What follows belongs to an exercise in optimizing a design on an open flow for small area, a short achievable clock period and few clock cycles per item; a production flow would make more cautious choices.
Only simulation tests tie the RTL to the original design; equivalence was not proved.
No activity file was given, so power comes from the tool's default toggle rates.

==> flow/design.v (outline; a module is shown in full before it is edited, if it fits) <==
// module bmlp_top: 735 lines
module bmlp_top(
  input  wire       clk,
  input  wire       rst,
  input  wire       start,
  output reg  [6:0] dmem_addr,
  input  wire [8:0] dmem_data,
  output reg        done,
  output reg        bin_class
);
  // ...
==> flow/run.sh <==
#!/bin/bash
# synth_recipe.tcl (not shown) runs the flow's synth.tcl, then flattens the netlist and writes it again
# the make line also repeats each setting of config.mk as NAME=value (left out here)
make -C /OpenROAD-flow-scripts/flow DESIGN_CONFIG=/design/flow/config.mk WORK_HOME=/design/flow/orfs CLKGATE_MAP_FILE= SYNTH_SCRIPT=/design/flow/synth_recipe.tcl finish
==> flow/config.mk <==
export PLATFORM = sky130hd
export DESIGN_NAME = bmlp_top
export DESIGN_NICKNAME = bmlp_top
export VERILOG_FILES = /design/flow/design.v
export SDC_FILE = /design/flow/constraint.sdc
export NUM_CORES = 4
export LEC_CHECK = 0
export ABC_CLOCK_PERIOD_IN_PS = 3000
export CAP_MARGIN = 20
export CORE_MARGIN = 2
export CORE_UTILIZATION = 40
export SETUP_SLACK_MARGIN = 5
export SLEW_MARGIN = 20
export SYNTH_MEMORY_MAX_BITS = 8192
==> flow/constraint.sdc <==
create_clock -name core_clock -period 8.0 [get_ports {clk}]
set_input_delay 1.6000 -clock core_clock [delete_from_list [all_inputs] [get_ports {clk}]]
set_output_delay 1.6000 -clock core_clock [all_outputs]
set_load 0.01 [all_outputs]
==> flow_summary.json, run 1 <==
{
  "place_inst": 5337,
  "critPathRequiredTime_ps": 8420,
  "synth-adder-area-share_pct": 17.6,
  "status": "complete, no violations",
  "cp_slowest_cell": "fa_1",
  "crit_path_max_incr_delay_ps": 520,
  "use_met3_pct": 3.89,
  "antenna_found_initial": 1,
  "cts_made_buffers": 92,
  "p_seq_share_pct": 42.5,
  "syn-cell-area_um2": 41600,
  "grt_max_degree": 103,
  "tightest_slew_ps": 1160,
  "buf_share_pct": 1.67,
  "htreeDepth": 3,
  "post_drt_wl_per_cell_um": 19.4,
  "ys_ff_latch": 821,
  "multi_input_area_um2": 22600,
  "rrSetupSlack_ps": 3860,
  "r2r-start": "pca0[1]$_DFF_P_",
  "synthArstFlopShare_pct": 0,
  "seq_area_um2": 17500,
  "drc": 0,
  "viasPerCell": 5.29,
  "postCtsHoldBufs": 0,
  "intPower_mw": 9.97,
  "synth_nets": 4604,
  "num_io_pins": 21,
  "worstPathMaxFanout": 3,
  "num-fill-cells": 9722,
  "clockBufferDepth": 3,
  "max_clock_freq_mhz": 241,
  "grt_pass1_vias": 29300,
  "path_class": "reg -> reg",
  "drt-pass1-iter-count": 6,
  "signal_buffers": 82,
  "path_depth": 14,
  "r2r-end": "bin_class$_DFFE_PP_",
  "post_cts_buffers": 9,
  "cp_data_arrival_time_ps": 4560,
  "seq_cells": 821,
  "synth-simple-area-share_pct": 13.5,
  "timing.slew.headroom_pct": 23.0,
  "area_growth_pct": 12.0,
  "post_cts_resized": 58
}
Testbench counts, summed over its fixed seeds: cycles 23,560, items 128.
==> run 2, diff against run 1 <==
--- a/flow/design.v
+++ b/flow/design.v
@@ -27,17 +27,17 @@
       done <= 1'b0;
       if (~busy) begin
         k <= 8'd0;
         if (start) begin
           busy <= 1'b1; dmem_addr <= 7'd1;
         end
       end else begin
         k <= k + 8'd1;
-        if (o == 6'd34) begin busy <= 1'b0; done <= 1'b1; end
+        if (o == 6'd37) begin busy <= 1'b0; done <= 1'b1; end
         if (k <= 8'd141) begin
           if (dmem_addr[3:0] == 4'd15)
             dmem_addr <= {(dmem_addr[6:4] >= 3'd4) ? dmem_addr[6:4] - 3'd4 : dmem_addr[6:4] + 3'd3, 4'd0};
           else
             dmem_addr[3:0] <= dmem_addr[3:0] + 4'd1;
         end else
           dmem_addr <= 7'd0;
       end
@@ -570,17 +570,17 @@
   always @(posedge clk) {cy26_1, a26_1} <= {1'b0, (init1[5] ? 3'd3 : a26_1)} + {1'b0, (dd1[2:0] ^ {3{~w1[26]}})} + {3'd0, cy26_0};
   reg [2:0] a26_2;
   reg cy26_2;
   always @(posedge clk) {cy26_2, a26_2} <= {1'b0, (init2[5] ? 3'd0 : a26_2)} + {1'b0, (dd2[2:0] ^ {3{~w2[26]}})} + {3'd0, cy26_1};
   reg [5:0] hi26;
   always @(posedge clk) hi26 <= (init3[5] ? 6'd38 : hi26) + {5'd0, cy26_2};
   always @(posedge clk) if (init3[8]) b1[57] <= ~hi26[5];
   reg  [23:0] b2;
-  reg  [5:0]  b3;
+  reg  [6:0]  b3;
   reg  [59:0] prom;
   always @(*) begin
     case (o)
       6'd0: prom = 60'hfffffffffffffff;  
       6'd1: prom = 60'h5dcf29c2d813c1d;  
       6'd2: prom = 60'heebd4f815eafd7d;  
       6'd3: prom = 60'h1c62972546e5757;  
       6'd4: prom = 60'hcd484944d615bea;  
@@ -599,138 +599,205 @@
       6'd17: prom = 60'h456c51440d9fb6c;  
       6'd18: prom = 60'heded39a4fee9696;  
       6'd19: prom = 60'ha6250f4f352164b;  
       6'd20: prom = 60'h37043597c986494;  
       6'd21: prom = 60'h9c1881f54bb7aeb;  
       6'd22: prom = 60'hf5de11edb8183f;  
       6'd23: prom = 60'h5c1af6d0ee988ed;  
       6'd24: prom = 60'hb944e9f6ab088ce;  
-      6'd26: prom = 60'hbd61d3;  
-      6'd27: prom = 60'h1ba186;  
-      6'd28: prom = 60'h515801;  
-      6'd29: prom = 60'h52ad9b;  
-      6'd30: prom = 60'h10bd4d;  
-      6'd31: prom = 60'hd819af;  
-      6'd32: prom = 60'hc53739;  
+      6'd27: prom = 60'hbd61d3;  
+      6'd28: prom = 60'h1ba186;  
+      6'd29: prom = 60'h515801;  
+      6'd30: prom = 60'h52ad9b;  
+      6'd31: prom = 60'h10bd4d;  
+      6'd32: prom = 60'hd819af;  
+      6'd33: prom = 60'hc53739;  
       default: prom = 60'h0;
     endcase
   end
   reg [59:0] pw;
   always @(posedge clk) pw <= prom;
   reg sel3;
-  always @(posedge clk) sel3 <= (o >= 6'd26) && (o != 6'd63);
+  always @(posedge clk) sel3 <= (o >= 6'd27) && (o != 6'd63);
   wire [59:0] pin = (sel3 ? {36'd0, b2} : b1) & pw;
+  reg [2:0] pq [0:8];
   wire ps1 = pin[0] ^ pin[1] ^ pin[2];
   wire pc2 = (pin[0] & pin[1]) | (pin[0] & pin[2]) | (pin[1] & pin[2]);
   wire ps3 = pin[3] ^ pin[4] ^ pin[5];
   wire pc4 = (pin[3] & pin[4]) | (pin[3] & pin[5]) | (pin[4] & pin[5]);
-  wire ps5 = pin[6] ^ pin[7] ^ pin[8];
-  wire pc6 = (pin[6] & pin[7]) | (pin[6] & pin[8]) | (pin[7] & pin[8]);
-  wire ps7 = pin[9] ^ pin[10] ^ pin[11];
-  wire pc8 = (pin[9] & pin[10]) | (pin[9] & pin[11]) | (pin[10] & pin[11]);
-  wire ps9 = pin[12] ^ pin[13] ^ pin[14];
-  wire pc10 = (pin[12] & pin[13]) | (pin[12] & pin[14]) | (pin[13] & pin[14]);
-  wire ps11 = ps1 ^ ps3 ^ ps5;
-  wire pc12 = (ps1 & ps3) | (ps1 & ps5) | (ps3 & ps5);
-  wire ps13 = ps7 ^ ps9 ^ ps11;
-  wire pc14 = (ps7 & ps9) | (ps7 & ps11) | (ps9 & ps11);
-  wire ps15 = pc2 ^ pc4 ^ pc6;
-  wire pc16 = (pc2 & pc4) | (pc2 & pc6) | (pc4 & pc6);
-  wire ps17 = pc8 ^ pc10 ^ pc12;
-  wire pc18 = (pc8 & pc10) | (pc8 & pc12) | (pc10 & pc12);
-  wire ps19 = pc14 ^ ps15 ^ ps17;
-  wire pc20 = (pc14 & ps15) | (pc14 & ps17) | (ps15 & ps17);
-  wire ps21 = pc16 ^ pc18 ^ pc20;
-  wire pc22 = (pc16 & pc18) | (pc16 & pc20) | (pc18 & pc20);
-  wire [3:0] pcw_0 = {pc22, ps21, ps19, ps13};
-  wire ps23 = pin[15] ^ pin[16] ^ pin[17];
-  wire pc24 = (pin[15] & pin[16]) | (pin[15] & pin[17]) | (pin[16] & pin[17]);
-  wire ps25 = pin[18] ^ pin[19] ^ pin[20];
-  wire pc26 = (pin[18] & pin[19]) | (pin[18] & pin[20]) | (pin[19] & pin[20]);
-  wire ps27 = pin[21] ^ pin[22] ^ pin[23];
-  wire pc28 = (pin[21] & pin[22]) | (pin[21] & pin[23]) | (pin[22] & pin[23]);
-  wire ps29 = pin[24] ^ pin[25] ^ pin[26];
-  wire pc30 = (pin[24] & pin[25]) | (pin[24] & pin[26]) | (pin[25] & pin[26]);
-  wire ps31 = pin[27] ^ pin[28] ^ pin[29];
-  wire pc32 = (pin[27] & pin[28]) | (pin[27] & pin[29]) | (pin[28] & pin[29]);
-  wire ps33 = ps23 ^ ps25 ^ ps27;
-  wire pc34 = (ps23 & ps25) | (ps23 & ps27) | (ps25 & ps27);
-  wire ps35 = ps29 ^ ps31 ^ ps33;
-  wire pc36 = (ps29 & ps31) | (ps29 & ps33) | (ps31 & ps33);
-  wire ps37 = pc24 ^ pc26 ^ pc28;
-  wire pc38 = (pc24 & pc26) | (pc24 & pc28) | (pc26 & pc28);
-  wire ps39 = pc30 ^ pc32 ^ pc34;
-  wire pc40 = (pc30 & pc32) | (pc30 & pc34) | (pc32 & pc34);
-  wire ps41 = pc36 ^ ps37 ^ ps39;
-  wire pc42 = (pc36 & ps37) | (pc36 & ps39) | (ps37 & ps39);
-  wire ps43 = pc38 ^ pc40 ^ pc42;
-  wire pc44 = (pc38 & pc40) | (pc38 & pc42) | (pc40 & pc42);
-  wire [3:0] pcw_1 = {pc44, ps43, ps41, ps35};
-  wire ps45 = pin[30] ^ pin[31] ^ pin[32];
-  wire pc46 = (pin[30] & pin[31]) | (pin[30] & pin[32]) | (pin[31] & pin[32]);
-  wire ps47 = pin[33] ^ pin[34] ^ pin[35];
-  wire pc48 = (pin[33] & pin[34]) | (pin[33] & pin[35]) | (pin[34] & pin[35]);
-  wire ps49 = pin[36] ^ pin[37] ^ pin[38];
-  wire pc50 = (pin[36] & pin[37]) | (pin[36] & pin[38]) | (pin[37] & pin[38]);
-  wire ps51 = pin[39] ^ pin[40] ^ pin[41];
-  wire pc52 = (pin[39] & pin[40]) | (pin[39] & pin[41]) | (pin[40] & pin[41]);
-  wire ps53 = pin[42] ^ pin[43] ^ pin[44];
-  wire pc54 = (pin[42] & pin[43]) | (pin[42] & pin[44]) | (pin[43] & pin[44]);
-  wire ps55 = ps45 ^ ps47 ^ ps49;
-  wire pc56 = (ps45 & ps47) | (ps45 & ps49) | (ps47 & ps49);
-  wire ps57 = ps51 ^ ps53 ^ ps55;
-  wire pc58 = (ps51 & ps53) | (ps51 & ps55) | (ps53 & ps55);
-  wire ps59 = pc46 ^ pc48 ^ pc50;
-  wire pc60 = (pc46 & pc48) | (pc46 & pc50) | (pc48 & pc50);
-  wire ps61 = pc52 ^ pc54 ^ pc56;
-  wire pc62 = (pc52 & pc54) | (pc52 & pc56) | (pc54 & pc56);
-  wire ps63 = pc58 ^ ps59 ^ ps61;
-  wire pc64 = (pc58 & ps59) | (pc58 & ps61) | (ps59 & ps61);
-  wire ps65 = pc60 ^ pc62 ^ pc64;
-  wire pc66 = (pc60 & pc62) | (pc60 & pc64) | (pc62 & pc64);
-  wire [3:0] pcw_2 = {pc66, ps65, ps63, ps57};
-  wire ps67 = pin[45] ^ pin[46] ^ pin[47];
-  wire pc68 = (pin[45] & pin[46]) | (pin[45] & pin[47]) | (pin[46] & pin[47]);
-  wire ps69 = pin[48] ^ pin[49] ^ pin[50];
-  wire pc70 = (pin[48] & pin[49]) | (pin[48] & pin[50]) | (pin[49] & pin[50]);
-  wire ps71 = pin[51] ^ pin[52] ^ pin[53];
-  wire pc72 = (pin[51] & pin[52]) | (pin[51] & pin[53]) | (pin[52] & pin[53]);
-  wire ps73 = pin[54] ^ pin[55] ^ pin[56];
-  wire pc74 = (pin[54] & pin[55]) | (pin[54] & pin[56]) | (pin[55] & pin[56]);
-  wire ps75 = pin[57] ^ pin[58] ^ pin[59];
-  wire pc76 = (pin[57] & pin[58]) | (pin[57] & pin[59]) | (pin[58] & pin[59]);
-  wire ps77 = ps67 ^ ps69 ^ ps71;
-  wire pc78 = (ps67 & ps69) | (ps67 & ps71) | (ps69 & ps71);
-  wire ps79 = ps73 ^ ps75 ^ ps77;
-  wire pc80 = (ps73 & ps75) | (ps73 & ps77) | (ps75 & ps77);
-  wire ps81 = pc68 ^ pc70 ^ pc72;
-  wire pc82 = (pc68 & pc70) | (pc68 & pc72) | (pc70 & pc72);
-  wire ps83 = pc74 ^ pc76 ^ pc78;
-  wire pc84 = (pc74 & pc76) | (pc74 & pc78) | (pc76 & pc78);
-  wire ps85 = pc80 ^ ps81 ^ ps83;
-  wire pc86 = (pc80 & ps81) | (pc80 & ps83) | (ps81 & ps83);
-  wire ps87 = pc82 ^ pc84 ^ pc86;
-  wire pc88 = (pc82 & pc84) | (pc82 & pc86) | (pc84 & pc86);
-  wire [3:0] pcw_3 = {pc88, ps87, ps85, ps79};
-  reg [3:0] pca0, pca1, pca2, pca3;
-  reg       st_thr, st_l2, st_l3, st_last;
+  wire ps5 = ps1 ^ ps3 ^ pin[6];
+  wire pc6 = (ps1 & ps3) | (ps1 & pin[6]) | (ps3 & pin[6]);
+  wire ps7 = pc2 ^ pc4;
+  wire pc8 = pc2 & pc4;
+  wire ps9 = pc6 ^ ps7;
+  wire pc10 = pc6 & ps7;
+  wire ps11 = pc10 ^ pc8;
+  wire pc12 = pc10 & pc8;
+  always @(posedge clk) pq[0] <= {ps11, ps9, ps5};
+  wire ps13 = pin[7] ^ pin[8] ^ pin[9];
+  wire pc14 = (pin[7] & pin[8]) | (pin[7] & pin[9]) | (pin[8] & pin[9]);
+  wire ps15 = pin[10] ^ pin[11] ^ pin[12];
+  wire pc16 = (pin[10] & pin[11]) | (pin[10] & pin[12]) | (pin[11] & pin[12]);
+  wire ps17 = ps13 ^ ps15 ^ pin[13];
+  wire pc18 = (ps13 & ps15) | (ps13 & pin[13]) | (ps15 & pin[13]);
+  wire ps19 = pc14 ^ pc16;
+  wire pc20 = pc14 & pc16;
+  wire ps21 = pc18 ^ ps19;
+  wire pc22 = pc18 & ps19;
+  wire ps23 = pc22 ^ pc20;
+  wire pc24 = pc22 & pc20;
+  always @(posedge clk) pq[1] <= {ps23, ps21, ps17};
+  wire ps25 = pin[14] ^ pin[15] ^ pin[16];
+  wire pc26 = (pin[14] & pin[15]) | (pin[14] & pin[16]) | (pin[15] & pin[16]);
+  wire ps27 = pin[17] ^ pin[18] ^ pin[19];
+  wire pc28 = (pin[17] & pin[18]) | (pin[17] & pin[19]) | (pin[18] & pin[19]);
+  wire ps29 = ps25 ^ ps27 ^ pin[20];
+  wire pc30 = (ps25 & ps27) | (ps25 & pin[20]) | (ps27 & pin[20]);
+  wire ps31 = pc26 ^ pc28;
+  wire pc32 = pc26 & pc28;
+  wire ps33 = pc30 ^ ps31;
+  wire pc34 = pc30 & ps31;
+  wire ps35 = pc34 ^ pc32;
+  wire pc36 = pc34 & pc32;
+  always @(posedge clk) pq[2] <= {ps35, ps33, ps29};
+  wire ps37 = pin[21] ^ pin[22] ^ pin[23];
+  wire pc38 = (pin[21] & pin[22]) | (pin[21] & pin[23]) | (pin[22] & pin[23]);
+  wire ps39 = pin[24] ^ pin[25] ^ pin[26];
+  wire pc40 = (pin[24] & pin[25]) | (pin[24] & pin[26]) | (pin[25] & pin[26]);
+  wire ps41 = ps37 ^ ps39 ^ pin[27];
+  wire pc42 = (ps37 & ps39) | (ps37 & pin[27]) | (ps39 & pin[27]);
+  wire ps43 = pc38 ^ pc40;
+  wire pc44 = pc38 & pc40;
+  wire ps45 = pc42 ^ ps43;
+  wire pc46 = pc42 & ps43;
+  wire ps47 = pc46 ^ pc44;
+  wire pc48 = pc46 & pc44;
+  always @(posedge clk) pq[3] <= {ps47, ps45, ps41};
+  wire ps49 = pin[28] ^ pin[29] ^ pin[30];
+  wire pc50 = (pin[28] & pin[29]) | (pin[28] & pin[30]) | (pin[29] & pin[30]);
+  wire ps51 = pin[31] ^ pin[32] ^ pin[33];
+  wire pc52 = (pin[31] & pin[32]) | (pin[31] & pin[33]) | (pin[32] & pin[33]);
+  wire ps53 = ps49 ^ ps51 ^ pin[34];
+  wire pc54 = (ps49 & ps51) | (ps49 & pin[34]) | (ps51 & pin[34]);
+  wire ps55 = pc50 ^ pc52;
+  wire pc56 = pc50 & pc52;
+  wire ps57 = pc54 ^ ps55;
+  wire pc58 = pc54 & ps55;
+  wire ps59 = pc58 ^ pc56;
+  wire pc60 = pc58 & pc56;
+  always @(posedge clk) pq[4] <= {ps59, ps57, ps53};
+  wire ps61 = pin[35] ^ pin[36] ^ pin[37];
+  wire pc62 = (pin[35] & pin[36]) | (pin[35] & pin[37]) | (pin[36] & pin[37]);
+  wire ps63 = pin[38] ^ pin[39] ^ pin[40];
+  wire pc64 = (pin[38] & pin[39]) | (pin[38] & pin[40]) | (pin[39] & pin[40]);
+  wire ps65 = ps61 ^ ps63 ^ pin[41];
+  wire pc66 = (ps61 & ps63) | (ps61 & pin[41]) | (ps63 & pin[41]);
+  wire ps67 = pc62 ^ pc64;
+  wire pc68 = pc62 & pc64;
+  wire ps69 = pc66 ^ ps67;
+  wire pc70 = pc66 & ps67;
+  wire ps71 = pc70 ^ pc68;
+  wire pc72 = pc70 & pc68;
+  always @(posedge clk) pq[5] <= {ps71, ps69, ps65};
+  wire ps73 = pin[42] ^ pin[43] ^ pin[44];
+  wire pc74 = (pin[42] & pin[43]) | (pin[42] & pin[44]) | (pin[43] & pin[44]);
+  wire ps75 = pin[45] ^ pin[46] ^ pin[47];
+  wire pc76 = (pin[45] & pin[46]) | (pin[45] & pin[47]) | (pin[46] & pin[47]);
+  wire ps77 = ps73 ^ ps75 ^ pin[48];
+  wire pc78 = (ps73 & ps75) | (ps73 & pin[48]) | (ps75 & pin[48]);
+  wire ps79 = pc74 ^ pc76;
+  wire pc80 = pc74 & pc76;
+  wire ps81 = pc78 ^ ps79;
+  wire pc82 = pc78 & ps79;
+  wire ps83 = pc82 ^ pc80;
+  wire pc84 = pc82 & pc80;
+  always @(posedge clk) pq[6] <= {ps83, ps81, ps77};
+  wire ps85 = pin[49] ^ pin[50] ^ pin[51];
+  wire pc86 = (pin[49] & pin[50]) | (pin[49] & pin[51]) | (pin[50] & pin[51]);
+  wire ps87 = pin[52] ^ pin[53] ^ pin[54];
+  wire pc88 = (pin[52] & pin[53]) | (pin[52] & pin[54]) | (pin[53] & pin[54]);
+  wire ps89 = ps85 ^ ps87 ^ pin[55];
+  wire pc90 = (ps85 & ps87) | (ps85 & pin[55]) | (ps87 & pin[55]);
+  wire ps91 = pc86 ^ pc88;
+  wire pc92 = pc86 & pc88;
+  wire ps93 = pc90 ^ ps91;
+  wire pc94 = pc90 & ps91;
+  wire ps95 = pc94 ^ pc92;
+  wire pc96 = pc94 & pc92;
+  always @(posedge clk) pq[7] <= {ps95, ps93, ps89};
+  wire ps97 = pin[56] ^ pin[57] ^ pin[58];
+  wire pc98 = (pin[56] & pin[57]) | (pin[56] & pin[58]) | (pin[57] & pin[58]);
+  wire ps99 = ps97 ^ pin[59];
+  wire pc100 = ps97 & pin[59];
+  wire ps101 = pc100 ^ pc98;
+  wire pc102 = pc100 & pc98;
+  always @(posedge clk) pq[8] <= {pc102, ps101, ps99};
+  wire ps103 = pq[0][0] ^ pq[1][0] ^ pq[2][0];
+  wire pc104 = (pq[0][0] & pq[1][0]) | (pq[0][0] & pq[2][0]) | (pq[1][0] & pq[2][0]);
+  wire ps105 = pq[3][0] ^ pq[4][0] ^ pq[5][0];
+  wire pc106 = (pq[3][0] & pq[4][0]) | (pq[3][0] & pq[5][0]) | (pq[4][0] & pq[5][0]);
+  wire ps107 = pq[6][0] ^ pq[7][0] ^ pq[8][0];
+  wire pc108 = (pq[6][0] & pq[7][0]) | (pq[6][0] & pq[8][0]) | (pq[7][0] & pq[8][0]);
+  wire ps109 = pq[0][1] ^ pq[1][1] ^ pq[2][1];
+  wire pc110 = (pq[0][1] & pq[1][1]) | (pq[0][1] & pq[2][1]) | (pq[1][1] & pq[2][1]);
+  wire ps111 = pq[3][1] ^ pq[4][1] ^ pq[5][1];
+  wire pc112 = (pq[3][1] & pq[4][1]) | (pq[3][1] & pq[5][1]) | (pq[4][1] & pq[5][1]);
+  wire ps113 = pq[6][1] ^ pq[7][1] ^ pq[8][1];
+  wire pc114 = (pq[6][1] & pq[7][1]) | (pq[6][1] & pq[8][1]) | (pq[7][1] & pq[8][1]);
+  wire ps115 = pq[0][2] ^ pq[1][2] ^ pq[2][2];
+  wire pc116 = (pq[0][2] & pq[1][2]) | (pq[0][2] & pq[2][2]) | (pq[1][2] & pq[2][2]);
+  wire ps117 = pq[3][2] ^ pq[4][2] ^ pq[5][2];
+  wire pc118 = (pq[3][2] & pq[4][2]) | (pq[3][2] & pq[5][2]) | (pq[4][2] & pq[5][2]);
+  wire ps119 = pq[6][2] ^ pq[7][2] ^ pq[8][2];
+  wire pc120 = (pq[6][2] & pq[7][2]) | (pq[6][2] & pq[8][2]) | (pq[7][2] & pq[8][2]);
+  wire ps121 = ps103 ^ ps105 ^ ps107;
+  wire pc122 = (ps103 & ps105) | (ps103 & ps107) | (ps105 & ps107);
+  wire ps123 = pc104 ^ pc106 ^ pc108;
+  wire pc124 = (pc104 & pc106) | (pc104 & pc108) | (pc106 & pc108);
+  wire ps125 = ps109 ^ ps111 ^ ps113;
+  wire pc126 = (ps109 & ps111) | (ps109 & ps113) | (ps111 & ps113);
+  wire ps127 = pc110 ^ pc112 ^ pc114;
+  wire pc128 = (pc110 & pc112) | (pc110 & pc114) | (pc112 & pc114);
+  wire ps129 = ps115 ^ ps117 ^ ps119;
+  wire pc130 = (ps115 & ps117) | (ps115 & ps119) | (ps117 & ps119);
+  wire ps131 = pc116 ^ pc118 ^ pc120;
+  wire pc132 = (pc116 & pc118) | (pc116 & pc120) | (pc118 & pc120);
+  wire ps133 = pc122 ^ ps123 ^ ps125;
+  wire pc134 = (pc122 & ps123) | (pc122 & ps125) | (ps123 & ps125);
+  wire ps135 = pc124 ^ pc126 ^ ps127;
+  wire pc136 = (pc124 & pc126) | (pc124 & ps127) | (pc126 & ps127);
+  wire ps137 = pc128 ^ pc130 ^ ps131;
+  wire pc138 = (pc128 & pc130) | (pc128 & ps131) | (pc130 & ps131);
+  wire ps139 = pc134 ^ ps135 ^ ps129;
+  wire pc140 = (pc134 & ps135) | (pc134 & ps129) | (ps135 & ps129);
+  wire ps141 = pc136 ^ ps137;
+  wire pc142 = pc136 & ps137;
+  wire ps143 = pc138 ^ pc132;
+  wire pc144 = pc138 & pc132;
+  reg [5:0] px, py;
   always @(posedge clk) begin
-    pca0 <= pcw_0; pca1 <= pcw_1; pca2 <= pcw_2; pca3 <= pcw_3;
-    st_thr <= (o == 6'd1);
-    st_l2  <= (o >= 6'd2) && (o <= 6'd25);
-    st_l3  <= (o >= 6'd27) && (o <= 6'd33);
+    px <= {pc144, pc142, pc140, ps139, ps133, ps121};
+    py <= {1'b0, ps143, ps141, 1'b0, 1'b0, 1'b0};
+  end
+  reg st_thr, st_l2, st_l3;
+  always @(posedge clk) begin
+    st_thr <= (o == 6'd2);
+    st_l2  <= (o >= 6'd3) && (o <= 6'd26);
+    st_l3  <= (o >= 6'd29) && (o <= 6'd35);
   end
-  wire [5:0] pcs = pca0 + pca1 + pca2 + pca3;
   reg  [5:0] thr;
   reg  [4:0] ones2;       
-  wire       res = ({pcs, 1'b0} >= {1'b0, thr});
+  wire [5:0] tsel = st_l3 ? {1'b0, ones2} : thr;
+  wire [7:0] dsum = {1'b0, px, 1'b0} + {1'b0, py, 1'b0} + {2'b11, ~tsel} + 8'd1;
+  wire       res = ~dsum[7];
+  reg        st_l2d;
   always @(posedge clk) begin
-    if (st_thr) begin thr <= pcs; ones2 <= 5'd0; end
-    if (st_l2) begin b2 <= {b2[22:0], res}; ones2 <= ones2 + {4'd0, res}; end
-    if (st_l2 && o == 6'd26) thr <= {1'b0, ones2 + {4'd0, res}};
-    if (st_l3) b3 <= {b3[4:0], res};
+    st_l2d <= st_l2;
+    if (st_thr) begin thr <= px + py; ones2 <= 5'd0; end
+    if (st_l2) b2 <= {b2[22:0], res};
+    if (st_l2d) ones2 <= ones2 + {4'd0, b2[0]};
+    if (st_l3) b3 <= {b3[5:0], res};
   end
-  wire [6:0] v3 = {b3, res};
-  wire [2:0] pos3 = v3[5] + v3[4] + v3[3] + v3[2] + v3[0];
-  wire [1:0] neg3 = v3[6] + v3[1];
-  always @(posedge clk) if (o == 6'd34) bin_class <= (pos3 < {1'b0, neg3});
+  wire [2:0] pos3 = b3[5] + b3[4] + b3[3] + b3[2] + b3[0];
+  wire [1:0] neg3 = b3[6] + b3[1];
+  always @(posedge clk) if (o == 6'd37) bin_class <= (pos3 < {1'b0, neg3});
 endmodule
==> flow/config.mk (replaced) <==
export PLATFORM = sky130hd
export DESIGN_NAME = bmlp_top
export DESIGN_NICKNAME = bmlp_top
export VERILOG_FILES = /design/flow/design.v
export SDC_FILE = /design/flow/constraint.sdc
export NUM_CORES = 4
export LEC_CHECK = 0
export CAP_MARGIN = 20
export CORE_MARGIN = 2
export CORE_UTILIZATION = 40
export SLEW_MARGIN = 20
export SYNTH_MEMORY_MAX_BITS = 8192
==> run 2 against run 1 <==
  * Flip-flop and latch count increased by 21
  * Clock-buffer cell count increased by 10
  * Clock skew increased by 12 ps
  * Highest routed layer is now met5
  * Final area increased by 1.8%
  * Sequential share of layout area increased by 0.27 points
  * Worst hold slack got worse by 13 ps
  * Critical endpoint is now w0[19]$_SDFF_PP0_
  * Critical path depth decreased by 7
==> flow_summary.json, run 2 <==
{
  "status": "complete, no violations",
  "grt_pass1_vias": 29900,
  "setup_tns_ps": 0,
  "cp_slowest_cell": "ha_1",
  "yosys.area.top_type": "dfxtp_1",
  "drt_iter0_markers": 2727,
  "synth.top_cell.area_share_pct": 34.5,
  "cp-start-kind": "flop",
  "max_clock_freq_mhz": 243,
  "synthArstFlopShare_pct": 0,
  "grt_max_degree": 87,
  "cts-root-buf": "clkbuf_16",
  "rrSetupSlack_ps": 3890,
  "wirelength_um": 113000,
  "setup_viol": 0,
  "finalPower_mw": 14.4,
  "drive_gt1_share_pct": 6.66,
  "grt_pass1_wl_um": 177000,
  "yosysMostFrequentCell": "dfxtp_1",
  "hold_viol": 0,
  "hold_path_depth": 0,
  "syn_inst": 4310,
  "hp-start": "d[5]$_DFF_P_",
  "ys_ff_latch": 842,
  "largestRegisters": "b1: 60 flops, pw: 60 flops",
  "crit_chain": "inv_1 -> ha_1 -> nor2b_1 -> o21ai_0 -> a21oi_1 -> nor3_1 -> a311oi_1",
  "post_cts_resized": 0,
  "cts_tree": "done",
  "num_io_pins": 21,
  "cts_made_buffers": 95,
  "die_w_um": 331,
  "whs_endpoint": "dd1[2]$_DFF_P_",
  "ant_nets": 0,
  "place_ws_ps": 4140,
  "die_area_um2": 110000,
  "final_area_um2": 47500,
  "period_needed_ps": 4110,
  "tightest_slew_ps": 1120,
  "syn_area_per_cell_um2": 9.95,
  "period_share_pct": 51.4,
  "gp_congestion": 1.04,
  "cts.sinks": 842,
  "seq_area_frac_synth_pct": 41.7,
  "num-fill-cells": 10100,
  "timing.slew.headroom_pct": 23.2,
  "postCtsHoldBufs": 0,
  "final_common_cell": "dfxtp_1",
  "worst_slack_ps": 3890,
  "htreeDepth": 3,
  "antenna_found_initial": 1,
  "critPathRequiredTime_ps": 8560,
  "core_um2": 107000,
  "start_util_pct": 40.2,
  "post_cts_buffers": 0,
  "synth_edf_count": 103,
  "end_kind": "flop",
  "reg2regPathDepth": 7,
  "clockBufferDepth": 3,
  "powerDensity_nw_per_um2": 302,
  "cp_data_arrival_time_ps": 4670,
  "worstPathMaxFanout": 25,
  "final_max_slew_viol_count": 0,
  "yosys_warnings": 2,
  "synth_nets": 4801,
  "clock_skew_ps": 39.9,
  "viasPerCell": 5.28,
  "r2r-start": "k[0]$_SDFF_PN0_",
  "final_cell_mix": "dfxtp_1 (723), inv_1 (352), xnor2_1 (338)",
  "grt_overflow_total": 0,
  "min_path_type": "reg -> reg",
  "drt-pass1-iter-count": 8,
  "ys_top_cells_by_count": "dfxtp_1 (739), inv_1 (352), xnor2_1 (338)",
  "path_class": "reg -> reg",
  "clk_pin_slew_worst_paths_ps": 60,
  "peakVddDrop_v": 0.000200,
  "nets": 4736,
  "vias": 30300,
  "dp_hpwl_um": 78300,
  "placed_area_um2": 44200,
  "insertion_delay_ps": 680,
  "area_growth_pct": 10.8,
  "grt_usage_pct": 20.5,
  "syn-cell-area_um2": 42900,
  "crit_path_max_incr_delay_ps": 1020,
  "num_rows": 120,
  "p_leak_nw": 20.2,
  "netlist_top_cells_area": "dfxtp_1 (35%), fa_1 (8.9%), ha_1 (8.4%), edfxtp_1 (7.2%), xnor2_1 (6.9%)",
  "post_drt_wl_per_cell_um": 19.7,
  "crit_buf_inv": 1,
  "yosysUniqueCellTypes": 84,
  "rsz0062_at_grt": "no",
  "r2r-end": "w0[19]$_SDFF_PP0_",
  "max_cap_violations": 0,
  "port_buffers": 20,
  "die_h_um": 331,
  "synth-main-ff-cell": "dfxtp_1",
  "crit_family": "adder cells",
  "drc": 0
}
[run 2: cell count changes in the layout (fill, tap and decap cells not counted), sizes merged, moves of 22 or more]
cell	delta
inv	+116
a21o	-41
nand2	+41
nor2	-32
nand2b	+24
o21ai	+22
[run 2: worst register-to-register path, cell delays in order (launching register included)]
cell and delay [ps]:
dfxtp_1 890, inv_1 340, ha_1 1020, nor2b_1 820, o21ai_0 350, a21oi_1 240, nor3_1 70, a311oi_1 290
[run 2: stage by stage]
stage	hold slack, ps	cells	utilization (%)
3_3_place_gp	310	5551	41.5
5_1_grt	329	5730	44.5
3_5_place_dp	312	5551	41.5
2_1_floorplan	310	4310	-
6_report	313	5731	44.5
4_1_cts	312	5730	44.5
[run 2: worst max path at each step]
stage	slack (ps)	start	endpoint	cells after the start
floorplan	5280	k[0]$_SDFF_PN0_	w0[4]$_DFF_P_	11
global placement	4180	k[0]$_SDFF_PN0_	w0[1]$_DFF_P_	7
detailed placement	4140	k[0]$_SDFF_PN0_	w0[19]$_SDFF_PP0_	7
CTS	4120	k[0]$_SDFF_PN0_	w0[1]$_DFF_P_	7
global route	3710	k[0]$_SDFF_PN0_	w0[1]$_DFF_P_	7
finish	3890	k[0]$_SDFF_PN0_	w0[19]$_SDFF_PP0_	7
[run 2: logic make-up (layout without fill, tap and decap cells)]
family | count (synthesis) | in the layout | share of synthesized area (%)
AO/OA/AOI/OAI | 788 | 788 | 12.1
XOR/XNOR | 419 | 419 | 8.56
adder cells (fa/ha/maj) | 479 | 479 | 17.3
buffers and inverters | 590 | 607 | 5.54
flip-flops | 842 | 842 | 41.7
multiplexers | 40 | 40 | 1.04
other | 0 | 1 | 0
AND/OR/NAND/NOR | 1152 | 1152 | 13.6
[run 2: layout make-up]
cell class / count / area (µm²) / share of cell area, %
clock buffers: 140 / 2740 / 5.77
clock inverters: 39 / 523 / 1.10
inverters: 357 / 1340 / 2.82
flip-flops and latches: 842 / 17900 / 37.7
multi-input cells: 2878 / 22600 / 47.6
well taps: 1403 / 1760 / 3.70
diodes: 1 / 2.50 / 0.00527
repair buffers: 71 / 583 / 1.23
[run 2: where the power goes]
part	internal, mW	switching, mW
clock	2.63	1.83
combinational	1.95	1.91
sequential	5.60	0.444
[run 2: per-layer routing]
metal	vias up	global-route usage, %	share of wire, %
li1	14400	-	-
met1	14400	27.7	44
met2	1137	31.1	43
met3	336	3.98	7.0
met4	2	10.6	5.5
met5	-	0	0.0062
Testbench counts of run 2, summed over its fixed seeds: cycles 23,944, items 128.

-- afterwards: timing with drivers on the ports --
How much do the figures lean on ideal ports? The routed layouts below were timed once more, with nothing changed but the port constraints.
Step 1 assumes that a clkbuf_16 drives the clock port and a buf_2 every other input.
Step 2 adds t to the input delays and takes it off the output delays; t is the mean of the earliest and latest rising clock arrival at the registers after step 1. Input paths then give back, and output paths get back, about the clock's delay inside the block.
Slacks: ideal ports / drivers / drivers and shift; pairs: ideal ports / drivers.
run	t (ns)	setup WS [ns]	worst setup path at the end	worst data-port slew with drivers (ns)
run 1	0.724	3.859 / 3.859 / 3.859	register to register	0.05
run 2	0.734	3.891 / 3.891 / 3.891	register to register	0.03
After both steps setup and hold are still met in every run listed.
